This is an optimization exercise on Yosys and OpenROAD, whose aim is a short achievable clock period and few clock cycles, not a production implementation. Function was checked by simulation only, so behaviour that the tests miss may differ from the original. Power is estimated from default activity; no workload was simulated.

// PipeLineCPU
module PipeLineCPU(
    input         clk,
    input         rst_n,
    output [15:0] imem_addr,
    input  [31:0] imem_rdata,
    output [15:0] dmem_addr,
    output        dmem_we,
    output [31:0] dmem_wdata,
    input  [31:0] dmem_rdata,
    output        debug_wb_have_inst,
    output [31:0] debug_wb_pc,
    output        debug_wb_ena,
    output [4:0]  debug_wb_reg,
    output [31:0] debug_wb_value
    );
clock: 11.0 ns
lec_check: 0
cap_margin: 20
core_margin: 2
core_utilization: 30
place_density: 0.5
setup_slack_margin: 5
slew_margin: 20
tns_end_percent: 100
standard.sh (not shown) runs the stock make flow with config.mk's settings and CLKGATE_MAP_FILE= SYNTH_SCRIPT=/design/flow/synth_recipe.tcl, a recipe that flattens the netlist after the stock synthesis.
==> flow/flow/run.sh <==
#!/bin/bash
set -euo pipefail
bash standard.sh SETUP_SLACK_MARGIN=8 finish > orfs_make.log 2>&1
Testbench counts at the start, summed over its fixed seeds: cycles 57,881.
Next try:
--- a/flow/design.v
+++ b/flow/design.v
@@ -218,38 +218,30 @@
     wire [31:0] B  = x_b  | m_fb;
     wire [31:0] SD = x_sd | m_fs;
     wire [31:0] sum  = ksadd(A, B, 1'b0);
     wire [31:0] dif  = ksadd(A, ~B, 1'b1);
     wire eq  = A == B;
     wire ltu = ltu_tree(A, B);
     wire lt  = ltu_tree({~A[31], A[30:0]}, {~B[31], B[30:0]});
     wire [31:0] shl  = A << B[4:0];
     wire [31:0] shr  = $signed({x_sra & A[31], A}) >>> B[4:0];
     wire [31:0] agu   = ksadd(A, x_imm, 1'b0);
-    function [31:0] alu_pick;
-        input [9:0]  s;
-        input [31:0] r_add, r_sub, r_and, r_or, r_xor, r_sll, r_sr, r_link;
-        input        r_slt, r_sltu;
-        alu_pick = ({32{s[0]}} & r_add) | ({32{s[1]}} & r_sub) |
-                   ({32{s[2]}} & r_and) | ({32{s[3]}} & r_or)  |
-                   ({32{s[4]}} & r_xor) | ({32{s[5]}} & r_sll) |
-                   ({32{s[6]}} & r_sr)  | ({32{s[7]}} & {31'b0, r_slt}) |
-                   ({32{s[8]}} & {31'b0, r_sltu}) | ({32{s[9]}} & r_link);
-    endfunction
-    wire [9:0]  x_sel = {x_s_link, x_s_sltu, x_s_slt, x_s_sr, x_s_sll,
-                         x_s_xor, x_s_or, x_s_and, x_s_sub, x_s_add};
-    wire [31:0] x_res = alu_pick(x_sel, sum, dif, A & B, A | B, A ^ B, shl, shr, x_pc4, lt, ltu);
-    wire        g_fa  = a_is_reg & m1;
-    wire        g_fb  = b_is_reg & m2;
-    wire [31:0] res_fa = alu_pick(x_sel & {10{g_fa}}, sum, dif, A & B, A | B, A ^ B, shl, shr, x_pc4, lt, ltu);
-    wire [31:0] res_fb = alu_pick(x_sel & {10{g_fb}}, sum, dif, A & B, A | B, A ^ B, shl, shr, x_pc4, lt, ltu);
-    wire [31:0] res_fs = alu_pick(x_sel & {10{m2}},   sum, dif, A & B, A | B, A ^ B, shl, shr, x_pc4, lt, ltu);
+    wire [31:0] x_res = ({32{x_s_add}}  & sum)       |
+                        ({32{x_s_sub}}  & dif)       |
+                        ({32{x_s_and}}  & (A & B))   |
+                        ({32{x_s_or}}   & (A | B))   |
+                        ({32{x_s_xor}}  & (A ^ B))   |
+                        ({32{x_s_sll}}  & shl)       |
+                        ({32{x_s_sr}}   & shr)       |
+                        ({32{x_s_slt}}  & {31'b0, lt})  |
+                        ({32{x_s_sltu}} & {31'b0, ltu}) |
+                        ({32{x_s_link}} & x_pc4);
     wire x_cond  = (x_c_eq & eq) | (x_c_lt & lt) | (x_c_ltu & ltu) | (x_c_odd & (A[0] ^ B[0]));
     wire x_taken = x_cond ^ x_c_neg;
     wire x_tgt_ok   = x_tok | (x_ptgt == x_btgt);
     wire jalr_ok    = x_pt & (A == x_jcmp);
     wire jmiss      = (x_jal & ~x_tgt_ok) | (x_jalr & ~jalr_ok);
     wire redir_t    = x_valid & ((x_br & ~(x_pt & x_tgt_ok)) | jmiss);
     wire redir_n    = x_valid & ((x_br & x_pt) | jmiss);
     wire [31:0] tgt_t = x_jalr ? agu : x_btgt;
     wire [31:0] tgt_n = x_jalr ? agu : x_br ? x_pc4 : x_btgt;
     wire x_redirect = x_cond ? (x_c_neg ? redir_n : redir_t) : (x_c_neg ? redir_t : redir_n);
@@ -362,23 +354,23 @@
             d_ptgt <= f_ptgt;
             d_hit  <= f_hit;
             d_m    <= f_mt;
             d_h    <= f_h;
             d_c    <= f_c;
         end
         x_a    <= (is_auipc | is_jal) ? d_pc : (is_lui | m1) ? 32'd0 : rv1;
         x_b    <= b_is_reg ? (m2 ? 32'd0 : rv2) : d_imm;
         x_sd   <= m2 ? 32'd0 : rv2;
         x_imm  <= d_imm;
-        m_fa   <= res_fa;
-        m_fb   <= res_fb;
-        m_fs   <= res_fs;
+        m_fa   <= (a_is_reg & m1) ? x_res : 32'd0;
+        m_fb   <= (b_is_reg & m2) ? x_res : 32'd0;
+        m_fs   <= m2 ? x_res : 32'd0;
         x_s_add <= s_add; x_s_sub <= s_sub; x_s_and <= s_and; x_s_or <= s_or;
         x_s_xor <= s_xor; x_s_sll <= s_sll; x_s_sr <= s_sr; x_sra <= s_sra;
         x_s_slt <= s_slt; x_s_sltu <= s_sltu; x_s_link <= s_link;
         x_c_eq  <= is_br & (f3[2:1] == 2'b00);
         x_c_odd <= is_br & (f3[2:1] == 2'b01);
         x_c_lt  <= is_br & (f3[2:1] == 2'b10);
         x_c_ltu <= is_br & (f3[2:1] == 2'b11);
         x_c_neg <= is_br & f3[0] & (f3[2:1] != 2'b01);
         x_rd    <= rd;
         x_we    <= d_we;
Synthesized area hardly moves.
Hold slack gets worse by 10 ps.
Cell count fell by 0.72%.
Cell area fell by 1.8%.
Non-clock buffer count fell by 165.
Power rose by 1.9%.
Flip-flop and latch count does not change.
Setup slack gets worse by 99 ps.
Routed wire length fell by 3.5%.
Via count fell by 2.4%.
Global-route usage fell by 1.1 points.
Utilization fell by 0.74 points.
Synthesized cell count rose by 0.91%.
Testbench counts after the change, summed over its fixed seeds: cycles 57,881.

-- re-timing with driven ports --
How much do the figures lean on ideal ports? The routed layouts below were timed once more, with nothing changed but the port constraints.
Step 1 sets driving cells, clkbuf_16 on the clock port and buf_2 on the other inputs (assumed; they add their load-dependent delay and slew).
Step 2 also shifts input and output timing later by t, the mid clock arrival at the registers, as if the neighbouring blocks saw the same clock.
Three values: ideal ports, drivers, drivers and shift; two values: the first two.
| run | shift t [ns] | setup slack, ns | worst register clock-pin slew, ns |
|---|---|---|---|
| the first run | 1.063 | 6.912 / 6.912 / 6.650 | 0.08 / 0.08 |
| the second run | 1.031 | 6.813 / 6.813 / 6.663 | 0.07 / 0.07 |
After both steps setup and hold are still met in every run listed. The setup slack of the first run, which loses most, moves by 0.000 ns with the drivers and by -0.262 ns with both steps.
